From an optimization exercise on the open Yosys and OpenROAD flow, aimed at small area; shortcuts taken in it are not production practice. The RTL was checked by simulation tests, not by an equivalence proof against the original design.

## run 1
Design top, start of the top module:
module top(mode, clk, rst, load, RGB_window, w, Ar_global_prev, Ag_global_prev, Ab_global_prev,
           Ar_global, Ag_global, Ab_global, O_R, O_G, O_B, tx_invxhundred, ed_bit);
For scale: ~310 I/O pins.
Settings: LEC_CHECK=0, CAP_MARGIN=20, CORE_MARGIN=2, CORE_UTILIZATION=50, CTS_BUF_LIST=sky130_fd_sc_hd__clkbuf_8, CTS_CLUSTER_DIAMETER=60, CTS_CLUSTER_SIZE=12, SLEW_MARGIN=20; clock period 36.0 ns.
standard.sh (not shown) runs the stock make flow with config.mk's settings and CLKGATE_MAP_FILE= SYNTH_SCRIPT=/design/flow/synth_recipe.tcl, a recipe that flattens the netlist after the stock synthesis.
==> flow/flow/run.sh <==
#!/bin/bash
# Own flow: the standard synthesis, then the combinational logic between
# the registers and full adders is re-mapped: full-adder polarities are chosen
# to drop inverters (fapol.py) and ABC maps the rest with an area script.
# Registers keep their cells and names. The rest is the standard layout.
set -euo pipefail
W=$(pwd)
F=$W/flow
R=$W/orfs/results/${FLOW_PLATFORM}/top/base
L=$W/orfs/logs/${FLOW_PLATFORM}/top/base
LIB=$FLOW_HOME/platforms/${FLOW_PLATFORM}/lib/sky130_fd_sc_hd__tt_025C_1v80.lib

bash standard.sh synth > $W/std_synth.log 2>&1

cp $R/1_2_yosys.v $W/std_1_2_yosys.v
python3 $F/mkmap.py $LIB $W/comb_map.v > $W/mkmap.log 2>&1
DU=$(grep -o -- '-dont_use [A-Za-z0-9_]*' $L/1_2_yosys.log | sort -u | tr '\n' ' ')
SCRIPT=$(cat $F/abc.script)
cat > $W/reopt_a.ys <<EOF
read_liberty -lib $LIB
read_verilog $W/std_1_2_yosys.v
hierarchy -top $FLOW_TOP
techmap -map $W/comb_map.v
techmap
opt -fast
write_json $W/reopt_a.json
EOF
yosys -s $W/reopt_a.ys > $W/reopt_a.log 2>&1
python3 $F/fapol.py $W/reopt_a.json $W/reopt_b.json $FLOW_TOP > $W/fapol.log 2>&1
cat > $W/reopt_b.ys <<EOF
read_liberty -lib $LIB
read_json $W/reopt_b.json
hierarchy -top $FLOW_TOP
opt_clean
abc -liberty $LIB $DU -script "+$SCRIPT"
opt_clean -purge
hilomap -singleton -hicell sky130_fd_sc_hd__conb_1 HI -locell sky130_fd_sc_hd__conb_1 LO
insbuf -buf sky130_fd_sc_hd__buf_4 A X
stat -liberty $LIB
check -assert
write_verilog -noattr -nohex -nodec $W/reopt_1_2_yosys.v
EOF
yosys -s $W/reopt_b.ys > $W/reopt_b.log 2>&1
cp $W/reopt_1_2_yosys.v $R/1_2_yosys.v
rm -f $R/1_synth.odb $R/1_synth.sdc
touch $R/1_2_yosys.v
# every port still gets a buffer, of the smallest buffer cell
export BUFFER_PORTS_ARGS="-buffer_cell sky130_fd_sc_hd__buf_1"
bash standard.sh > $W/std_layout.log 2>&1
Other scripts of this flow, unchanged in this note and not shown: flow/flow/abc.script, flow/flow/fapol.py, flow/flow/mkmap.py
Input changes introduced in run 2 (baseline for comparison: run 1):
diff --git a/flow/flow/run.sh b/flow/flow/run.sh
--- a/flow/flow/run.sh
+++ b/flow/flow/run.sh
@@ -37,3 +37,3 @@
 hilomap -singleton -hicell sky130_fd_sc_hd__conb_1 HI -locell sky130_fd_sc_hd__conb_1 LO
-insbuf -buf sky130_fd_sc_hd__buf_4 A X
+insbuf -buf sky130_fd_sc_hd__buf_1 A X
 stat -liberty $LIB
@@ -48,2 +48,3 @@
 export BUFFER_PORTS_ARGS="-buffer_cell sky130_fd_sc_hd__buf_1"
+export CTS_ARGS="-sink_clustering_enable -repair_clock_nets -dont_use_dummy_load -buf_list {sky130_fd_sc_hd__clkbuf_8} -sink_clustering_size 12 -sink_clustering_max_diameter 60"
 bash standard.sh > $W/std_layout.log 2>&1
diff --git a/flow/config.mk b/flow/config.mk
--- a/flow/config.mk
+++ b/flow/config.mk
@@ -7,3 +7,3 @@
 export LEC_CHECK = 0
-export CAP_MARGIN = 20
+export CAP_MARGIN = 0
 export CORE_MARGIN = 2
@@ -13,2 +13,2 @@
 export CTS_CLUSTER_SIZE = 12
-export SLEW_MARGIN = 20
+export SLEW_MARGIN = 0
- Run 2: done, clean on timing, DRC and antenna
- The final reports for run 2 and run 1 show worst hold slack lower in the former.
- Worst setup slack after placement: run 2 worse than run 1
- On relative area change from synthesis to final layout, run 1 and run 2 are neck and neck.
- Looking at logic depth of the worst setup path including buffers across run 1 and run 2, the one that comes out higher is run 1.
- Compared with run 1, in run 2 minimum setup slack in the final design moved down, share of the cycle needed by the critical path after routing +2.6 points, area of all placed cells without fillers stayed essentially flat.
- Run 2 does worse than run 1 on upper clock frequency limit.

## static timing again, ports no longer ideal
No port has a modelled driver above. Below, the same layouts with a new extraction and two added sets of constraints. Step 1, drivers: a clkbuf_16 drives clk and a buf_2 each remaining input, both assumed. Step 2, shift: input delay + t, output delay - t, t = (earliest + latest rising clock arrival at the registers) / 2. This alone moves slack from input paths to output paths. Three values: no drivers, after step 1, after step 2; two values: the first two.
run	t (ns)	slack for setup (ns)	worst setup path after step 2	latest minus earliest clock arrival (ns)	pins driven straight from the clock port
run 1	0.667	3.483 / 3.516 / 2.848	input to register	0.027 / 0.027	1
run 2	0.643	2.546 / 2.540 / 1.897	input to register	0.073 / 0.072	1
After both steps setup and hold are still met in every run listed. For run 2, which loses most, drivers alone change the setup slack by -0.006 ns; drivers and shift together by -0.649 ns.
